Background: an optimization exercise with open tools, aiming at small area, a short achievable clock period and few clock cycles per item. Do not read the settings as production practice.
At most, simulation tests tie the RTL to the original design; equivalence was not proved.

==> flow/design.v <==
`timescale 1ns/1ns
module lcm#(
parameter DATA_W = 16)
(
input [DATA_W-1:0] A,
input [DATA_W-1:0] B,
input 			vld_in,
input			rst_n,
input 			clk,
output	wire	[DATA_W*2-1:0] 	lcm_out,
output	wire 	[DATA_W-1:0]	mcd_out,
output	reg					vld_out
);
localparam W = DATA_W;
localparam P = 2*DATA_W;
reg [W-1:0] u, v;
reg [P-1:0] pu, pv;
reg         busy;
wire [W-1:0] uv = u | v;
wire [W-1:0] m = uv & (~uv + 1'b1);
wire [W-1:0] m2 = {m[W-2:0], 1'b0};
wire [W-1:0] u0 = u, v0 = v;
wire [P-1:0] pu0 = pu, pv0 = pv;
wire ou0 = |(u & m), ov0 = |(v & m);    
wire z0 = 1'b0;                          
wire [W-1:0] u1, v1;
wire [P-1:0] pu1, pv1;
wire ou1, ov1, z1;
wire eu1 = ~ou0;
wire ev1 = ~ov0 & ou0;
assign u1 = eu1 ? (u0 >> 1) : u0;
assign pu1 = eu1 ? (pu0 << 1) : pu0;
assign v1 = ev1 ? (v0 >> 1) : v0;
assign pv1 = ev1 ? (pv0 << 1) : pv0;
assign ou1 = eu1 ? |(u0 & m2) : 1'b1;
assign ov1 = ev1 ? |(v0 & m2) : ov0;
assign z1 = z0;
wire [W-1:0] u2, v2;
wire [P-1:0] pu2, pv2;
wire ou2, ov2, z2;
wire [W-1:0] d2; wire bo2, lt2, eq2;
rsub #(W) sub2 (.a(u1), .b(v1), .d(d2), .lt(bo2));
fcmp #(W) cmp2 (.a(u1), .b(v1), .lt(lt2), .eq(eq2));
wire [W-1:0] ad2;
cneg #(W) neg2 (.x(d2), .n(lt2), .y(ad2));
wire l2 = lt2;
assign u2 = ad2;
radd #(P) add2 (.a(pu1), .b(pv1), .s(pv2));
assign v2 = l2 ? u1 : v1;
assign pu2 = l2 ? pv1 : pu1;
assign ou2 = ou1 ^ ov1;
assign ov2 = l2 ? ou1 : ov1;
assign z2 = z1 | eq2;
wire [W-1:0] u3, v3;
wire [P-1:0] pu3, pv3;
wire ou3, ov3, z3;
wire e3 = ~ou2;
assign u3 = e3 ? (u2 >> 1) : u2;
assign pu3 = e3 ? (pu2 << 1) : pu2;
assign v3 = v2;
assign pv3 = pv2;
assign ou3 = e3 ? |(u2 & m2) : 1'b1;
assign ov3 = ov2;
assign z3 = z2;
wire [W-1:0] u4, v4;
wire [P-1:0] pu4, pv4;
wire ou4, ov4, z4;
wire e4 = ~ou3;
assign u4 = e4 ? (u3 >> 1) : u3;
assign pu4 = e4 ? (pu3 << 1) : pu3;
assign v4 = v3;
assign pv4 = pv3;
assign ou4 = e4 ? |(u3 & m2) : 1'b1;
assign ov4 = ov3;
assign z4 = z3;
wire [W-1:0] u5, v5;
wire [P-1:0] pu5, pv5;
wire ou5, ov5, z5;
wire [W-1:0] d5; wire bo5, lt5, eq5;
rsub #(W) sub5 (.a(u4), .b(v4), .d(d5), .lt(bo5));
assign lt5 = bo5;
assign eq5 = ~|d5;
wire [W-1:0] ad5;
cneg #(W) neg5 (.x(d5), .n(lt5), .y(ad5));
wire l5 = lt5 & ~z4;
assign u5 = ad5 & {W{~z4}};
radd #(P) add5 (.a(pv4), .b(pu4 & {P{~z4}}), .s(pv5));
assign v5 = l5 ? u4 : v4;
assign pu5 = l5 ? pv4 : pu4;
assign ou5 = ou4 ^ ov4;
assign ov5 = l5 ? ou4 : ov4;
assign z5 = z4 | eq5;
wire [W-1:0] u6, v6;
wire [P-1:0] pu6, pv6;
wire ou6, ov6, z6;
wire e6 = ~ou5;
assign u6 = e6 ? (u5 >> 1) : u5;
assign pu6 = e6 ? (pu5 << 1) : pu5;
assign v6 = v5;
assign pv6 = pv5;
assign ou6 = e6 ? |(u5 & m2) : 1'b1;
assign ov6 = ov5;
assign z6 = z5;
wire [W-1:0] u7, v7;
wire [P-1:0] pu7, pv7;
wire ou7, ov7, z7;
wire e7 = ~ou6;
assign u7 = e7 ? (u6 >> 1) : u6;
assign pu7 = e7 ? (pu6 << 1) : pu6;
assign v7 = v6;
assign pv7 = pv6;
assign ou7 = e7 ? |(u6 & m2) : 1'b1;
assign ov7 = ov6;
assign z7 = z6;
wire done = ~|u7;
always @(posedge clk) begin
	if (vld_in) begin
		u  <= A;
		v  <= B;
		pu <= {P{1'b0}};
		pv <= {{W{1'b0}}, A};
	end
	else begin
		u  <= u7;
		v  <= v7;
		pu <= pu7;
		pv <= pv7;
	end
end
always @(posedge clk or negedge rst_n)
	if (!rst_n) begin
		busy    <= 1'b0;
		vld_out <= 1'b0;
	end
	else begin
		busy    <= vld_in | (busy & ~done);
		vld_out <= busy & ~vld_in & done;
	end
assign mcd_out = v;
assign lcm_out = pv;
endmodule
module radd #(parameter N = 32) (input [N-1:0] a, input [N-1:0] b, output [N-1:0] s);
wire [N:0] c;
assign c[0] = 1'b0;
genvar i;
generate for (i = 0; i < N; i = i + 1) begin : g
	assign s[i] = a[i] ^ b[i] ^ c[i];
	assign c[i+1] = (a[i] & b[i]) | (c[i] & (a[i] ^ b[i]));
end endgenerate
endmodule
module rsub #(parameter N = 16) (input [N-1:0] a, input [N-1:0] b, output [N-1:0] d, output lt);
wire [N:0] c;
assign c[0] = 1'b1;
genvar i;
generate for (i = 0; i < N; i = i + 1) begin : g
	assign d[i] = a[i] ^ ~b[i] ^ c[i];
	assign c[i+1] = (a[i] & ~b[i]) | (c[i] & (a[i] ^ ~b[i]));
end endgenerate
assign lt = ~c[N];
endmodule
module cneg #(parameter N = 16) (input [N-1:0] x, input n, output [N-1:0] y);
wire [N:0] seen;
assign seen[0] = 1'b0;
genvar i;
generate for (i = 0; i < N; i = i + 1) begin : g
	assign y[i] = x[i] ^ (n & seen[i]);
	assign seen[i+1] = seen[i] | x[i];
end endgenerate
endmodule
module fcmp #(parameter N = 16) (input [N-1:0] a, input [N-1:0] b, output lt, output eq);
generate
if (N == 1) begin : leaf
	assign lt = ~a[0] & b[0];
	assign eq = ~(a[0] ^ b[0]);
end
else begin : node
	wire lth, eqh, ltl, eql;
	fcmp #(N/2) hi (.a(a[N-1:N/2]), .b(b[N-1:N/2]), .lt(lth), .eq(eqh));
	fcmp #(N/2) lo (.a(a[N/2-1:0]), .b(b[N/2-1:0]), .lt(ltl), .eq(eql));
	assign lt = lth | (eqh & ltl);
	assign eq = eqh & eql;
end
endgenerate
endmodule
clock: 100.0 ns
lec_check: 0
cap_margin: 20
core_margin: 2
core_utilization: 40
slew_margin: 20
run.sh (not shown) runs the stock make flow with config.mk's settings and CLKGATE_MAP_FILE= SYNTH_SCRIPT=/design/flow/synth_recipe.tcl, a recipe that flattens the netlist after the stock synthesis.
The first run finished clean.
Then changed:
--- a/flow/design.v
+++ b/flow/design.v
@@ -98,36 +98,25 @@
 assign pu6 = e6 ? (pu5 << 1) : pu5;
 assign v6 = v5;
 assign pv6 = pv5;
 assign ou6 = e6 ? |(u5 & m2) : 1'b1;
 assign ov6 = ov5;
 assign z6 = z5;
-wire [W-1:0] u7, v7;
-wire [P-1:0] pu7, pv7;
-wire ou7, ov7, z7;
-wire e7 = ~ou6;
-assign u7 = e7 ? (u6 >> 1) : u6;
-assign pu7 = e7 ? (pu6 << 1) : pu6;
-assign v7 = v6;
-assign pv7 = pv6;
-assign ou7 = e7 ? |(u6 & m2) : 1'b1;
-assign ov7 = ov6;
-assign z7 = z6;
-wire done = ~|u7;
+wire done = ~|u6;
 always @(posedge clk) begin
 	if (vld_in) begin
 		u  <= A;
 		v  <= B;
 		pu <= {P{1'b0}};
 		pv <= {{W{1'b0}}, A};
 	end
 	else begin
-		u  <= u7;
-		v  <= v7;
-		pu <= pu7;
-		pv <= pv7;
+		u  <= u6;
+		v  <= v6;
+		pu <= pu6;
+		pv <= pv6;
 	end
 end
 always @(posedge clk or negedge rst_n)
 	if (!rst_n) begin
 		busy    <= 1'b0;
 		vld_out <= 1'b0;
=> Routed wire length is lower by about 6%; die area is lower by 4.0%; global-route usage is lower by 0.11 points; cell count is lower by 4.9%; cell area is lower by about 2.7%; via count is lower by 8.0%; sequential cell count does not change; area after synthesis is lower by about 4%; setup slack improves by 0.86 ns.
Function was not checked in any run of this note: the RTL went through the layout flow alone.

========
Another version of the RTL of lcm (not shown whole).
Size in the first run: about 9500 µm² of cells after synthesis.
==> module lcm, before the edit <==
module lcm#(
parameter DATA_W = 16)
(
input [DATA_W-1:0] A,
input [DATA_W-1:0] B,
input 			vld_in,
input			rst_n,
input 			clk,
output	wire	[DATA_W*2-1:0] 	lcm_out,
output	wire 	[DATA_W-1:0]	mcd_out,
output	reg					vld_out
);
localparam W = DATA_W;
localparam P = 2*DATA_W;
reg [W-1:0] u, v;
reg [P-1:0] pu, pv;
reg         busy;
wire [W-1:0] uv = u | v;
wire [W-1:0] below;    
pfor #(W) pf (.x({uv[W-2:0], 1'b0}), .y(below));
wire [W-1:0] m = uv & ~below;
wire [W-1:0] u0 = u, v0 = v;
wire [P-1:0] pu0 = pu, pv0 = pv;
wire t1 = |(u0 & (m << 0));
wire t2 = |(u0 & (m << 1));
wire t3 = |(u0 & (m << 2));
wire t4 = |(u0 & (m << 3));
wire t5 = |(u0 & (m << 4));
wire t6 = |(v0 & (m << 0));
wire t7 = |(v0 & (m << 1));
wire t8 = |(v0 & (m << 2));
wire t9 = |(v0 & (m << 3));
wire t10 = |(v0 & (m << 4));
wire [W-1:0] u1, v1;
wire [P-1:0] pu1, pv1;
wire t11 = ~t1;
wire t12 = ~t6 & ~t11;
assign u1 = t11 ? (u0 >> 1) : u0;
assign pu1 = t11 ? (pu0 << 1) : pu0;
assign v1 = t12 ? (v0 >> 1) : v0;
assign pv1 = t12 ? (pv0 << 1) : pv0;
wire t13 = t11 ? t2 : t1;
wire t14 = t11 ? t3 : t2;
wire t15 = t11 ? t4 : t3;
wire t16 = t11 ? t5 : t4;
wire t17 = t12 ? t7 : t6;
wire t18 = t12 ? t8 : t7;
wire t19 = t12 ? t9 : t8;
wire t20 = t12 ? t10 : t9;
wire [W-1:0] u2, v2;
wire [P-1:0] pu2, pv2;
wire [W-1:0] d2, ad2; wire bo2, lt2, eq2;
fcmp #(W) cmp2 (.a(u1), .b(v1), .lt(lt2), .eq(eq2));
rsub #(W) sub2 (.a(lt2 ? v1 : u1), .b(lt2 ? u1 : v1), .d(ad2), .lt(bo2));
assign u2 = ad2;
radd #(P) add2 (.a(pu1), .b(pv1), .s(pv2));
assign v2 = lt2 ? u1 : v1;
assign pu2 = lt2 ? pv1 : pu1;
wire t21 = t13 ^ t17 ^ 1'b0;
wire t22 = (~t13 & t17) | (~(t13 ^ t17) & 1'b0);
wire t23 = t14 ^ t18 ^ t22;
wire t24 = (~t14 & t18) | (~(t14 ^ t18) & t22);
wire t25 = t15 ^ t19 ^ t24;
wire t26 = (~t15 & t19) | (~(t15 ^ t19) & t24);
wire t27 = t16 ^ t20 ^ t26;
wire t28 = (~t16 & t20) | (~(t16 ^ t20) & t26);
wire t29 = t21 ^ (lt2 & 1'b0);
wire t30 = 1'b0 | t21;
wire t31 = t23 ^ (lt2 & t30);
wire t32 = t30 | t23;
wire t33 = t25 ^ (lt2 & t32);
wire t34 = t32 | t25;
wire t35 = t27 ^ (lt2 & t34);
wire t36 = t34 | t27;
wire t37 = lt2 ? t13 : t17;
wire t38 = lt2 ? t14 : t18;
wire t39 = lt2 ? t15 : t19;
wire t40 = lt2 ? t16 : t20;
wire t41 = 1'b0 | eq2;
wire [W-1:0] u3, v3;
wire [P-1:0] pu3, pv3;
wire t42 = ~t29;
assign u3 = t42 ? (u2 >> 1) : u2;
assign pu3 = t42 ? (pu2 << 1) : pu2;
assign v3 = v2;
assign pv3 = pv2;
wire t43 = t42 ? t31 : t29;
wire t44 = t42 ? t33 : t31;
wire t45 = t42 ? t35 : t33;
wire [W-1:0] u4, v4;
wire [P-1:0] pu4, pv4;
wire t46 = ~t43;
assign u4 = t46 ? (u3 >> 1) : u3;
assign pu4 = t46 ? (pu3 << 1) : pu3;
assign v4 = v3;
assign pv4 = pv3;
wire t47 = t46 ? t44 : t43;
wire t48 = t46 ? t45 : t44;
wire [W-1:0] u5, v5;
wire [P-1:0] pu5, pv5;
wire t49 = ~t47;
assign u5 = t49 ? (u4 >> 1) : u4;
assign pu5 = t49 ? (pu4 << 1) : pu4;
assign v5 = v4;
assign pv5 = pv4;
wire t50 = t49 ? t48 : t47;
wire [W-1:0] u6, v6;
wire [P-1:0] pu6, pv6;
wire [W-1:0] d6, ad6; wire bo6, lt6, eq6;
rsub #(W) sub6 (.a(u5), .b(v5), .d(d6), .lt(bo6));
assign lt6 = bo6;
assign eq6 = ~|d6;
cneg #(W) neg6 (.x(d6), .n(lt6), .y(ad6));
wire t51 = lt6 & ~t41;
assign u6 = ad6 & {W{~t41}};
radd #(P) add6 (.a(pv5), .b(pu5 & {P{~t41}}), .s(pv6));
assign v6 = t51 ? u5 : v5;
assign pu6 = t51 ? pv5 : pu5;
wire t52 = t50 ^ t37 ^ 1'b0;
wire t53 = (~t50 & t37) | (~(t50 ^ t37) & 1'b0);
wire t54 = t41 | eq6;
wire [W-1:0] u7, v7;
wire [P-1:0] pu7, pv7;
wire t55 = |(u6 & (m << 0));
wire t56 = ~t55;
assign u7 = t56 ? (u6 >> 1) : u6;
assign pu7 = t56 ? (pu6 << 1) : pu6;
assign v7 = v6;
assign pv7 = pv6;
wire done = t54;    
always @(posedge clk) begin
	if (!busy) begin
		u  <= A;
		v  <= B;
		pu <= {P{1'b0}};
		pv <= {{W{1'b0}}, A};
	end
	else begin
		u  <= u7;
		v  <= v7;
		pu <= pu7;
		pv <= pv7;
	end
end
always @(posedge clk or negedge rst_n)
	if (!rst_n) begin
		busy    <= 1'b0;
		vld_out <= 1'b0;
	end
	else begin
		busy    <= vld_in | (busy & ~done);
		vld_out <= busy & ~vld_in & done;
	end
assign mcd_out = v;
assign lcm_out = pv;
endmodule
==> flow/config.mk <==
export PLATFORM = sky130hd
export DESIGN_NAME = lcm
export DESIGN_NICKNAME = lcm
export VERILOG_FILES = /design/flow/design.v
export SDC_FILE = /design/flow/constraint.sdc
export NUM_CORES = 4
export LEC_CHECK = 0
export ABC_AREA = 1
export CAP_MARGIN = 20
export CORE_MARGIN = 2
export CORE_UTILIZATION = 40
export CTS_BUF_LIST = sky130_fd_sc_hd__clkbuf_4 sky130_fd_sc_hd__clkbuf_8
export SLEW_MARGIN = 20
==> flow/constraint.sdc <==
create_clock -name core_clock -period 100.0 [get_ports {clk}]
set_input_delay 20.0000 -clock core_clock [delete_from_list [all_inputs] [get_ports {clk}]]
set_output_delay 20.0000 -clock core_clock [all_outputs]
set_load 0.01 [all_outputs]
standard.sh (not shown) runs the stock make flow with config.mk's settings and CLKGATE_MAP_FILE= SYNTH_SCRIPT=/design/flow/synth_recipe.tcl, a recipe that flattens the netlist after the stock synthesis.
==> flow/flow/run.sh <==
#!/bin/bash
# Own layout flow: the standard flow (standard.sh) with two changes:
#  1. synthesis maps the logic with ABC's area mapper (amap, script
#     flow/abc_area_map.script) instead of ORFS's abc_area.script; every other
#     synthesis step, the registers and their names are the standard flow's own
#     (synth_recipe.tcl is used unchanged, with the abc command wrapped);
#  2. the port buffers are plain buf_1 cells (buffer_ports would pick
#     clkdlybuf4s50_1, which is bigger and slower).
# Each tool's output goes to a log in this folder (and ORFS's own logs under
# orfs/logs).
set -euo pipefail
here=$(pwd)
scr="$here/flow/abc_area_map.script"
{
  cat <<EOT
proc abc {args} {
  set i [lsearch -exact \$args -script]
  if {\$i >= 0} { lset args [expr {\$i + 1}] {$scr} }
  yosys abc {*}\$args
}
EOT
  cat synth_recipe.tcl
} > my_synth.tcl
sed "s#SYNTH_SCRIPT=[^ ]*#SYNTH_SCRIPT=$here/my_synth.tcl#" standard.sh > my_standard.sh
grep -q "SYNTH_SCRIPT=$here/my_synth.tcl" my_standard.sh
export BUFFER_PORTS_ARGS="-buffer_cell sky130_fd_sc_hd__buf_1"
bash my_standard.sh > flow.log 2>&1
==> flow/flow/abc_area_map.script <==
strash
dch
amap
topo
stime -c
buffer -c
upsize -c
dnsize -c
Testbench counts at the start, summed over its fixed seeds: cycles 10,853, items 1,600.
==> next run, changes <==
--- a/flow/design.v
+++ b/flow/design.v
@@ -119,16 +119,24 @@
 assign pu6 = t51 ? pv5 : pu5;
 wire t52 = t50 ^ t37 ^ 1'b0;
 wire t53 = (~t50 & t37) | (~(t50 ^ t37) & 1'b0);
-wire t54 = t41 | eq6;
+wire t54 = t52 & ~t41;
+wire t55 = t41 | eq6;
 wire [W-1:0] u7, v7;
 wire [P-1:0] pu7, pv7;
-wire t55 = |(u6 & (m << 0));
-wire t56 = ~t55;
+wire t56 = ~t54;
 assign u7 = t56 ? (u6 >> 1) : u6;
 assign pu7 = t56 ? (pu6 << 1) : pu6;
 assign v7 = v6;
 assign pv7 = pv6;
-wire done = t54;    
+wire [W-1:0] u8, v8;
+wire [P-1:0] pu8, pv8;
+wire t57 = |(u7 & (m << 0));
+wire t58 = ~t57;
+assign u8 = t58 ? (u7 >> 1) : u7;
+assign pu8 = t58 ? (pu7 << 1) : pu7;
+assign v8 = v7;
+assign pv8 = pv7;
+wire done = t55;    
 always @(posedge clk) begin
 	if (!busy) begin
 		u  <= A;
@@ -137,10 +145,10 @@
 		pv <= {{W{1'b0}}, A};
 	end
 	else begin
-		u  <= u7;
-		v  <= v7;
-		pu <= pu7;
-		pv <= pv7;
+		u  <= u8;
+		v  <= v8;
+		pu <= pu8;
+		pv <= pv8;
 	end
 end
 always @(posedge clk or negedge rst_n)
Outcome:
- The new run produced a clean layout
- synthesized cell count grows by 12%
- first-iteration DRC count climbs by 65%
- final area grows by 7.2%
- setup slack is worse by 0.032 ns
- area after synthesis grows by 7.5%
- clock-buffer cell count drops by 1
- wire length grows by 12%
- global-route usage climbs by 0.55 points
- final cell count is higher by 9.4%
- via count grows by 13%
For the second run of this note, only the layout was checked, not whether the RTL still works.

## what the ideal ports hide
The flow's constraints put no driver on any port. The routed layouts listed below were extracted and timed again, unchanged, in two steps. Step 1 (the two cells are an assumption about what drives the block):
set clk [get_ports {clk}]
set_driving_cell -lib_cell sky130_fd_sc_hd__clkbuf_16 $clk
set_driving_cell -lib_cell sky130_fd_sc_hd__buf_2 [delete_from_list [all_inputs] $clk]
Step 2, shift: input delay + t, output delay - t, t = (earliest + latest rising clock arrival at the registers) / 2. This alone moves slack from input paths to output paths. a / b / c = no drivers / after step 1 / after step 2; a / b = the first two.
run | shift t [ns] | setup WS [ns] | latest minus earliest clock arrival (ns) | worst data-port slew with drivers (ns)
the first run of note 1 | 0.411 | 76.091 / 76.091 / 76.091 | 0.011 / 0.011 | 0.05
the second run of note 1 | 0.402 | 76.951 / 76.951 / 76.951 | 0.012 / 0.012 | 0.04
the first run of note 2 | 0.437 | 78.979 / 78.936 / 79.373 | 0.014 / 0.014 | 0.03
the second run of note 2 | 0.456 | 78.947 / 78.900 / 79.356 | 0.013 / 0.013 | 0.03
After both steps setup and hold are still met in every run listed.
